This design comes from an exercise in tuning for small area, a short achievable clock period and few clock cycles on the open sky130 flow, not from production work. At most, simulation tests tie the RTL to the original design; equivalence was not proved. Power figures rest on the tool's default switching activity, not on a simulated workload.

==> module quantize, before the edit <==
module quantize (
	input  [8*19-1:0] row_sum,
	output reg [8*16-1:0] quantized_data
);
integer i;
reg [18:0] v;
always @(*) begin
	for (i = 0; i < 8; i = i + 1) begin
		v = row_sum[19*i +: 19];
		if (v[18:15] == 4'b0000 || v[18:15] == 4'b1111)
			quantized_data[16*i +: 16] = v[15:0];
		else
			quantized_data[16*i +: 16] = v[18] ? 16'h8000 : 16'h7fff;
	end
end
endmodule
==> module write_out, before the edit <==
module write_out (
	input clk,
	input srstn,
	input [8*38-1:0] row_acc,               
	input [7:0] kn_oh,                      
	input [7:0] kn_le,                      
	input [2:0] wr_new,                     
	input [2:0] wr_old,                     
	input [2:0] kn,
	input ph,                               
	output sram_write_enable_a0,
	output [127:0] sram_wdata_a,
	output [5:0] sram_waddr_a,
	output sram_write_enable_b0,
	output [127:0] sram_wdata_b,
	output [5:0] sram_waddr_b,
	output sram_write_enable_c0,
	output [127:0] sram_wdata_c,
	output [5:0] sram_waddr_c
);
reg [8*14-1:0] r_lo;                        
reg [8*6-1:0] r_hi;                         
reg [8*19-1:0] r;                           
wire [8*16-1:0] q;
reg [127:0] x_q, y_q;
reg [2:0] we_q, old_q;
reg [2:0] ka_q, kb_q, kc_q;                 
reg [127:0] nw, ow;
integer i, k;
quantize quantize (.row_sum(r), .quantized_data(q));
always @(*)
	for (i = 0; i < 8; i = i + 1)
		r[19*i +: 19] = {r_hi[6*i +: 6] + r_lo[14*i+13], r_lo[14*i +: 13]};
always @(*) begin
	for (i = 0; i < 8; i = i + 1)
		nw[16*(7-i) +: 16] = kn_le[i] ? q[16*i +: 16] : 16'd0;
	for (k = 0; k < 8; k = k + 1) begin
		ow[16*k +: 16] = 16'd0;
		for (i = 8 - k; i < 8; i = i + 1)
			ow[16*k +: 16] = ow[16*k +: 16] | ({16{kn_oh[i+k-8]}} & q[16*i +: 16]);
	end
end
always @(posedge clk) begin
	for (i = 0; i < 8; i = i + 1) begin
		r_lo[14*i +: 14] <= row_acc[38*i +: 13] + row_acc[38*i+19 +: 13];
		r_hi[6*i +: 6] <= row_acc[38*i+13 +: 6] + row_acc[38*i+32 +: 6];
	end
	x_q <= ph ? ow : nw;
	y_q <= ph ? nw : ow;
	old_q <= wr_old;
	if (wr_new[0] | wr_old[0]) ka_q <= kn;
	if (wr_new[1] | wr_old[1]) kb_q <= kn;
	if (wr_new[2] | wr_old[2]) kc_q <= kn;
	if (~srstn)
		we_q <= 3'b111;
	else
		we_q <= ~(wr_new | wr_old);
end
assign sram_write_enable_a0 = we_q[0];
assign sram_write_enable_b0 = we_q[1];
assign sram_write_enable_c0 = we_q[2];
assign sram_wdata_a = x_q;
assign sram_wdata_b = y_q;
assign sram_wdata_c = x_q;
assign sram_waddr_a = {2'b00, old_q[0], ka_q};
assign sram_waddr_b = {2'b00, old_q[1], kb_q};
assign sram_waddr_c = {2'b00, old_q[2], kc_q};
endmodule
clock: 9.0 ns
lec_check: 0
abc_clock_period_in_ps: 3500
cap_margin: 35
core_margin: 2
core_utilization: 60
cts_cluster_diameter: 100
cts_cluster_size: 25
setup_slack_margin: 5
slew_margin: 20
standard.sh (not shown) runs the stock make flow with config.mk's settings and CLKGATE_MAP_FILE= SYNTH_SCRIPT=/design/flow/synth_recipe.tcl, a recipe that flattens the netlist after the stock synthesis.
==> flow/flow/run.sh <==
#!/bin/bash
# The standard layout (standard.sh) with these changes:
#  - synthesis by flow/synth_noabc.tcl (the standard script, but the full
#    adders of the RTL are extracted before any ABC pass; see that file);
#  - pin placement keeps the pins of sram_wdata_a and sram_wdata_c, which
#    share their registers, next to each other (flow/io.tcl);
#  - port buffers are buf_4 (instead of the smallest-drive default);
set -euo pipefail
bash standard.sh SYNTH_SCRIPT="$PWD/flow/synth_noabc.tcl" IO_CONSTRAINTS="$PWD/flow/io.tcl" BUFFER_PORTS_ARGS="-buffer_cell sky130_fd_sc_hd__buf_4" SETUP_SLACK_MARGIN=5.5 finish > make_finish.log 2>&1
==> flow/flow/io.tcl <==
# Memories A and C take their write data from the same register (they are
# never written in the same cycle): keep each bit's two pins side by side.
for {set k 0} {$k < 128} {incr k} {
  set_io_pin_constraint -group -order -pin_names [list "sram_wdata_a\[$k\]" "sram_wdata_c\[$k\]"]
}
==> flow/flow/synth_noabc.tcl <==
# synth_recipe.tcl with one change: Yosys's synth runs its fine stage without
# its internal "abc -fast", so that ORFS's extract_fa sees the full adders as
# written in the RTL (abc -fast re-encodes their XORs with mixed polarities,
# which leaves inverters between the adder cells). Everything else, including
# the registers, is the standard synthesis.
proc synth {args} {
  if {[lsearch -exact $args "fine:"] >= 0} {
    yosys synth -nofsm -noshare -noabc {*}$args
  } else {
    yosys synth -nofsm -noshare {*}$args
  }
}
source $::env(SCRIPTS_DIR)/synth.tcl
# left out here: clear keep_hierarchy, flatten, clean up, hide names made inside functions, write 1_2_yosys.v
The starting point finished with timing, DRC and antenna clean.
Then changed:
--- a/flow/design.v
+++ b/flow/design.v
@@ -12,20 +12,15 @@
 assign sram_raddr_d1 = {4'd0, addr1};
 endmodule
 module quantize (
-	input  [8*19-1:0] row_sum,
+	input  [8*16-1:0] row_sum,
+	input  [7:0] ov,
+	input  [7:0] sg,
 	output reg [8*16-1:0] quantized_data
 );
 integer i;
-reg [18:0] v;
-always @(*) begin
-	for (i = 0; i < 8; i = i + 1) begin
-		v = row_sum[19*i +: 19];
-		if (v[18:15] == 4'b0000 || v[18:15] == 4'b1111)
-			quantized_data[16*i +: 16] = v[15:0];
-		else
-			quantized_data[16*i +: 16] = v[18] ? 16'h8000 : 16'h7fff;
-	end
-end
+always @(*)
+	for (i = 0; i < 8; i = i + 1)
+		quantized_data[16*i +: 16] = ov[i] ? (sg[i] ? 16'h8000 : 16'h7fff) : row_sum[16*i +: 16];
 endmodule
 module systolic (
 	input clk,
@@ -462,18 +457,23 @@
 	output [5:0] sram_waddr_c
 );
 reg [8*14-1:0] r_lo;                        
-reg [8*6-1:0] r_hi;                         
-reg [8*19-1:0] r;                           
+reg [8*5-1:0] r_h0, r_h1;                   
+reg [5:0] h;
+reg [5:0] h1;
+reg [8*16-1:0] r;                           
+reg [7:0] ov, sg;                           
 wire [8*16-1:0] q;
 reg [127:0] x_q, y_q;
 reg [2:0] we_q, old_q;
 reg [2:0] ka_q, kb_q, kc_q;                 
 reg [127:0] nw, ow;
 integer i, k;
-quantize quantize (.row_sum(r), .quantized_data(q));
+quantize quantize (.row_sum(r), .ov(ov), .sg(sg), .quantized_data(q));
 always @(*)
-	for (i = 0; i < 8; i = i + 1)
-		r[19*i +: 19] = {r_hi[6*i +: 6] + r_lo[14*i+13], r_lo[14*i +: 13]};
+	for (i = 0; i < 8; i = i + 1) begin
+		{ov[i], sg[i], r[16*i+13 +: 3]} = r_lo[14*i+13] ? r_h1[5*i +: 5] : r_h0[5*i +: 5];
+		r[16*i +: 13] = r_lo[14*i +: 13];
+	end
 always @(*) begin
 	for (i = 0; i < 8; i = i + 1)
 		nw[16*(7-i) +: 16] = kn_le[i] ? q[16*i +: 16] : 16'd0;
@@ -486,7 +486,10 @@
 always @(posedge clk) begin
 	for (i = 0; i < 8; i = i + 1) begin
 		r_lo[14*i +: 14] <= row_acc[38*i +: 13] + row_acc[38*i+19 +: 13];
-		r_hi[6*i +: 6] <= row_acc[38*i+13 +: 6] + row_acc[38*i+32 +: 6];
+		h = row_acc[38*i+13 +: 6] + row_acc[38*i+32 +: 6];
+		h1 = h + 6'd1;
+		r_h0[5*i +: 5] <= {h[5:2] != 4'b0000 && h[5:2] != 4'b1111, h[5], h[2:0]};
+		r_h1[5*i +: 5] <= {h1[5:2] != 4'b0000 && h1[5:2] != 4'b1111, h1[5], h1[2:0]};
 	end
 	x_q <= ph ? ow : nw;
 	y_q <= ph ? nw : ow;
- The new run finished with timing, DRC and antenna clean
- sequential power barely changes
- clock-buffer cell count fell by 4
- die area rose slightly
- wire length fell by a few percent
- total power rose slightly
Testbench counts after the change, summed over its fixed seeds: cycles 5,496.
The RTL of the first run of this note was laid out without a check of its function.

tpu_top, a different RTL version from the one above (not shown whole).
Size in the first run: ~4000 flip-flops, about 240000 um2 of cells after synthesis.
==> module systolic_controll, before the edit <==
module systolic_controll (
	input clk,
	input srstn,
	input tpu_start,
	output reg [5:0] addr0,                 
	output reg [5:0] addr1,                 
	output go,
	output reg [7:0] kn_oh,                 
	output reg [7:0] kn_le,                 
	output reg [2:0] kn,
	output reg [2:0] wr_new,                
	output reg [2:0] wr_old,                
	output reg tpu_done
);
reg running;
reg [5:0] u;
wire last = (u == 6'd30);
assign go = running | tpu_start;
wire step = go & ~last;
wire [5:0] u_nx = step ? u + 6'd1 : 6'd54;
wire new_nx = running && u_nx <= 6'd23;
wire old_nx = running && u_nx >= 6'd8 && u_nx <= 6'd30 && u_nx[2:0] != 3'd7;
always @(posedge clk) begin
	if (~srstn) begin
		addr0 <= 6'd0;
		addr1 <= 6'd60;
		u <= 6'd54;
		running <= 1'b0;
		tpu_done <= 1'b0;
		wr_new <= 3'd0;
		wr_old <= 3'd0;
	end else begin
		addr0 <= u_nx + 6'd10;
		addr1 <= u_nx + 6'd6;
		u <= u_nx;
		running <= step;
		tpu_done <= running & last;
		wr_new <= new_nx ? (3'b001 << u_nx[4:3]) : 3'b000;
		wr_old <= old_nx ? (3'b001 << (u_nx[4:3] - 2'd1)) : 3'b000;
	end
	kn <= u_nx[2:0];
	kn_oh <= 8'd1 << u_nx[2:0];
	kn_le <= 8'hff >> (3'd7 - u_nx[2:0]);
end
endmodule
==> module write_out, before the edit <==
module write_out (
	input clk,
	input srstn,
	input [8*38-1:0] row_acc,               
	input [7:0] kn_oh,                      
	input [7:0] kn_le,                      
	input [2:0] wr_new,                     
	input [2:0] wr_old,                     
	input [2:0] kn,
	output sram_write_enable_a0,
	output [127:0] sram_wdata_a,
	output [5:0] sram_waddr_a,
	output sram_write_enable_b0,
	output [127:0] sram_wdata_b,
	output [5:0] sram_waddr_b,
	output sram_write_enable_c0,
	output [127:0] sram_wdata_c,
	output [5:0] sram_waddr_c
);
reg [8*19-1:0] r;
wire [8*16-1:0] q;
reg [127:0] wa_q, wb_q, wc_q;
reg [2:0] we_q, old_q;
reg [2:0] ka_q, kb_q, kc_q;                 
reg [127:0] nw, ow;
integer i, k;
quantize quantize (.row_sum(r), .quantized_data(q));
always @(*) begin
	for (i = 0; i < 8; i = i + 1)
		nw[16*(7-i) +: 16] = kn_le[i] ? q[16*i +: 16] : 16'd0;
	for (k = 0; k < 8; k = k + 1) begin
		ow[16*k +: 16] = 16'd0;
		for (i = 8 - k; i < 8; i = i + 1)
			ow[16*k +: 16] = ow[16*k +: 16] | ({16{kn_oh[i+k-8]}} & q[16*i +: 16]);
	end
end
always @(posedge clk) begin
	for (i = 0; i < 8; i = i + 1)
		r[19*i +: 19] <= row_acc[38*i +: 19] + row_acc[38*i+19 +: 19];
	wa_q <= wr_new[0] ? nw : ow;
	wb_q <= wr_new[1] ? nw : ow;
	wc_q <= wr_new[2] ? nw : ow;
	old_q <= wr_old;
	if (wr_new[0] | wr_old[0]) ka_q <= kn;
	if (wr_new[1] | wr_old[1]) kb_q <= kn;
	if (wr_new[2] | wr_old[2]) kc_q <= kn;
	if (~srstn)
		we_q <= 3'b111;
	else
		we_q <= ~(wr_new | wr_old);
end
assign sram_write_enable_a0 = we_q[0];
assign sram_write_enable_b0 = we_q[1];
assign sram_write_enable_c0 = we_q[2];
assign sram_wdata_a = wa_q;
assign sram_wdata_b = wb_q;
assign sram_wdata_c = wc_q;
assign sram_waddr_a = {2'b00, old_q[0], ka_q};
assign sram_waddr_b = {2'b00, old_q[1], kb_q};
assign sram_waddr_c = {2'b00, old_q[2], kc_q};
endmodule
==> module tpu_top, before the edit <==
module tpu_top#(
	parameter ARRAY_SIZE = 8,
	parameter SRAM_DATA_WIDTH = 32,
	parameter DATA_WIDTH = 8,
	parameter OUTPUT_DATA_WIDTH = 16
)
(
	input clk,
	input srstn,
	input tpu_start,
	input [SRAM_DATA_WIDTH-1:0] sram_rdata_w0,
	input [SRAM_DATA_WIDTH-1:0] sram_rdata_w1,
	input [SRAM_DATA_WIDTH-1:0] sram_rdata_d0,
	input [SRAM_DATA_WIDTH-1:0] sram_rdata_d1,
	output [9:0] sram_raddr_w0,
	output [9:0] sram_raddr_w1,
	output [9:0] sram_raddr_d0,
	output [9:0] sram_raddr_d1,
	output sram_write_enable_a0,
	output [ARRAY_SIZE*OUTPUT_DATA_WIDTH-1:0] sram_wdata_a,
	output [5:0] sram_waddr_a,
	output sram_write_enable_b0,
	output [ARRAY_SIZE*OUTPUT_DATA_WIDTH-1:0] sram_wdata_b,
	output [5:0] sram_waddr_b,
	output sram_write_enable_c0,
	output [ARRAY_SIZE*OUTPUT_DATA_WIDTH-1:0] sram_wdata_c,
	output [5:0] sram_waddr_c,
	output tpu_done
);
wire [5:0] addr0, addr1;
wire go;
wire [7:0] kn_oh, kn_le;
wire [2:0] kn, wr_new, wr_old;
wire [8*38-1:0] row_acc;
systolic_controll systolic_controll (
	.clk(clk), .srstn(srstn), .tpu_start(tpu_start),
	.addr0(addr0), .addr1(addr1), .go(go), .kn_oh(kn_oh), .kn_le(kn_le), .kn(kn),
	.wr_new(wr_new), .wr_old(wr_old), .tpu_done(tpu_done)
);
addr_sel addr_sel (
	.addr0(addr0), .addr1(addr1),
	.sram_raddr_w0(sram_raddr_w0), .sram_raddr_w1(sram_raddr_w1),
	.sram_raddr_d0(sram_raddr_d0), .sram_raddr_d1(sram_raddr_d1)
);
systolic systolic (
	.clk(clk), .tpu_start(tpu_start),
	.sram_rdata_w0(sram_rdata_w0), .sram_rdata_w1(sram_rdata_w1),
	.sram_rdata_d0(sram_rdata_d0), .sram_rdata_d1(sram_rdata_d1),
	.row_acc(row_acc)
);
write_out write_out (
	.clk(clk), .srstn(srstn), .row_acc(row_acc),
	.kn_oh(kn_oh), .kn_le(kn_le), .wr_new(wr_new), .wr_old(wr_old), .kn(kn),
	.sram_write_enable_a0(sram_write_enable_a0), .sram_wdata_a(sram_wdata_a), .sram_waddr_a(sram_waddr_a),
	.sram_write_enable_b0(sram_write_enable_b0), .sram_wdata_b(sram_wdata_b), .sram_waddr_b(sram_waddr_b),
	.sram_write_enable_c0(sram_write_enable_c0), .sram_wdata_c(sram_wdata_c), .sram_waddr_c(sram_waddr_c)
);
endmodule
export LEC_CHECK = 0
export ABC_CLOCK_PERIOD_IN_PS = 3500
export CAP_MARGIN = 35
export CORE_MARGIN = 2
export CORE_UTILIZATION = 60
export CTS_CLUSTER_DIAMETER = 110
export CTS_CLUSTER_SIZE = 22
export SETUP_SLACK_MARGIN = 5
export SLEW_MARGIN = 20
create_clock -name core_clock -period 9.0 [get_ports {clk}]
==> flow/flow/run.sh <==
#!/bin/bash
set -euo pipefail
bash standard.sh SYNTH_SCRIPT="$PWD/flow/synth_noabc.tcl" SETUP_SLACK_MARGIN=5.7 finish > make_finish.log 2>&1
Scripts as last shown in full above: flow/flow/synth_noabc.tcl
Edit:
--- a/flow/design.v
+++ b/flow/design.v
@@ -394,13 +394,12 @@
 	input srstn,
 	input tpu_start,
 	output reg [5:0] addr0,                 
 	output reg [5:0] addr1,                 
 	output go,
 	output reg [7:0] kn_oh,                 
-	output reg [7:0] kn_le,                 
 	output reg [2:0] kn,
 	output reg [2:0] wr_new,                
 	output reg [2:0] wr_old,                
 	output reg tpu_done
 );
 reg running;
@@ -428,21 +427,19 @@
 		tpu_done <= running & last;
 		wr_new <= new_nx ? (3'b001 << u_nx[4:3]) : 3'b000;
 		wr_old <= old_nx ? (3'b001 << (u_nx[4:3] - 2'd1)) : 3'b000;
 	end
 	kn <= u_nx[2:0];
 	kn_oh <= 8'd1 << u_nx[2:0];
-	kn_le <= 8'hff >> (3'd7 - u_nx[2:0]);
 end
 endmodule
 module write_out (
 	input clk,
 	input srstn,
 	input [8*38-1:0] row_acc,               
 	input [7:0] kn_oh,                      
-	input [7:0] kn_le,                      
 	input [2:0] wr_new,                     
 	input [2:0] wr_old,                     
 	input [2:0] kn,
 	output sram_write_enable_a0,
 	output [127:0] sram_wdata_a,
 	output [5:0] sram_waddr_a,
@@ -456,17 +453,21 @@
 reg [8*19-1:0] r;
 wire [8*16-1:0] q;
 reg [127:0] wa_q, wb_q, wc_q;
 reg [2:0] we_q, old_q;
 reg [2:0] ka_q, kb_q, kc_q;                 
 reg [127:0] nw, ow;
+reg le;
 integer i, k;
 quantize quantize (.row_sum(r), .quantized_data(q));
 always @(*) begin
-	for (i = 0; i < 8; i = i + 1)
-		nw[16*(7-i) +: 16] = kn_le[i] ? q[16*i +: 16] : 16'd0;
+	for (i = 0; i < 8; i = i + 1) begin
+		le = 1'b0;
+		for (k = i; k < 8; k = k + 1) le = le | kn_oh[k];
+		nw[16*(7-i) +: 16] = le ? q[16*i +: 16] : 16'd0;
+	end
 	for (k = 0; k < 8; k = k + 1) begin
 		ow[16*k +: 16] = 16'd0;
 		for (i = 8 - k; i < 8; i = i + 1)
 			ow[16*k +: 16] = ow[16*k +: 16] | ({16{kn_oh[i+k-8]}} & q[16*i +: 16]);
 	end
 end
@@ -523,18 +524,18 @@
 	output [ARRAY_SIZE*OUTPUT_DATA_WIDTH-1:0] sram_wdata_c,
 	output [5:0] sram_waddr_c,
 	output tpu_done
 );
 wire [5:0] addr0, addr1;
 wire go;
-wire [7:0] kn_oh, kn_le;
+wire [7:0] kn_oh;
 wire [2:0] kn, wr_new, wr_old;
 wire [8*38-1:0] row_acc;
 systolic_controll systolic_controll (
 	.clk(clk), .srstn(srstn), .tpu_start(tpu_start),
-	.addr0(addr0), .addr1(addr1), .go(go), .kn_oh(kn_oh), .kn_le(kn_le), .kn(kn),
+	.addr0(addr0), .addr1(addr1), .go(go), .kn_oh(kn_oh), .kn(kn),
 	.wr_new(wr_new), .wr_old(wr_old), .tpu_done(tpu_done)
 );
 addr_sel addr_sel (
 	.addr0(addr0), .addr1(addr1),
 	.sram_raddr_w0(sram_raddr_w0), .sram_raddr_w1(sram_raddr_w1),
 	.sram_raddr_d0(sram_raddr_d0), .sram_raddr_d1(sram_raddr_d1)
@@ -544,12 +545,12 @@
 	.sram_rdata_w0(sram_rdata_w0), .sram_rdata_w1(sram_rdata_w1),
 	.sram_rdata_d0(sram_rdata_d0), .sram_rdata_d1(sram_rdata_d1),
 	.row_acc(row_acc)
 );
 write_out write_out (
 	.clk(clk), .srstn(srstn), .row_acc(row_acc),
-	.kn_oh(kn_oh), .kn_le(kn_le), .wr_new(wr_new), .wr_old(wr_old), .kn(kn),
+	.kn_oh(kn_oh), .wr_new(wr_new), .wr_old(wr_old), .kn(kn),
 	.sram_write_enable_a0(sram_write_enable_a0), .sram_wdata_a(sram_wdata_a), .sram_waddr_a(sram_waddr_a),
 	.sram_write_enable_b0(sram_write_enable_b0), .sram_wdata_b(sram_wdata_b), .sram_waddr_b(sram_waddr_b),
 	.sram_write_enable_c0(sram_write_enable_c0), .sram_wdata_c(sram_wdata_c), .sram_waddr_c(sram_waddr_c)
 );
 endmodule
Final cell count is higher by 0.46%.
Power rose by 0.87%.
Via count hardly moves.
Global-route usage falls by 0.48 points.
Synthesized area increases by 0.40%.
No functional check of the RTL was part of any run of this note.

[separate check: timing with driven ports]
How much do the figures lean on ideal ports? The routed layouts below were timed once more, with nothing changed but the port constraints. Step 1, drivers: a clkbuf_16 drives clk and a buf_2 each remaining input, both assumed. Step 2, shift: input delay + t, output delay - t, t = (earliest + latest rising clock arrival at the registers) / 2. This alone moves slack from input paths to output paths. Slacks: ideal / step 1 / step 2; pairs: ideal / step 1.
| run | t (ns) | setup WS [ns] | worst hold slack (ns) | clock arrival spread, ns | slew at the worst register clock pin (ns) |
|---|---|---|---|---|---|
| the first run of note 1 | 1.099 | 5.272 / 5.272 / 4.440 | 0.344 / 0.344 / 0.344 | 0.046 / 0.046 | 0.11 / 0.11 |
| the second run of note 1 | 1.096 | 5.399 / 5.360 / 4.322 | 0.357 / 0.357 / 0.357 | 0.056 / 0.056 | 0.12 / 0.12 |
| the first run of note 2 | 1.138 | 5.501 / 5.371 / 4.502 | 0.407 / 0.407 / 0.407 | 0.070 / 0.070 | 0.11 / 0.11 |
| the second run of note 2 | 1.110 | 5.530 / 5.518 / 4.532 | 0.359 / 0.359 / 0.359 | 0.086 / 0.086 | 0.11 / 0.11 |
After both steps every run listed still meets setup and hold. For the second run of note 1, which loses most, drivers alone change the setup slack by -0.039 ns; drivers and shift together by -1.077 ns.
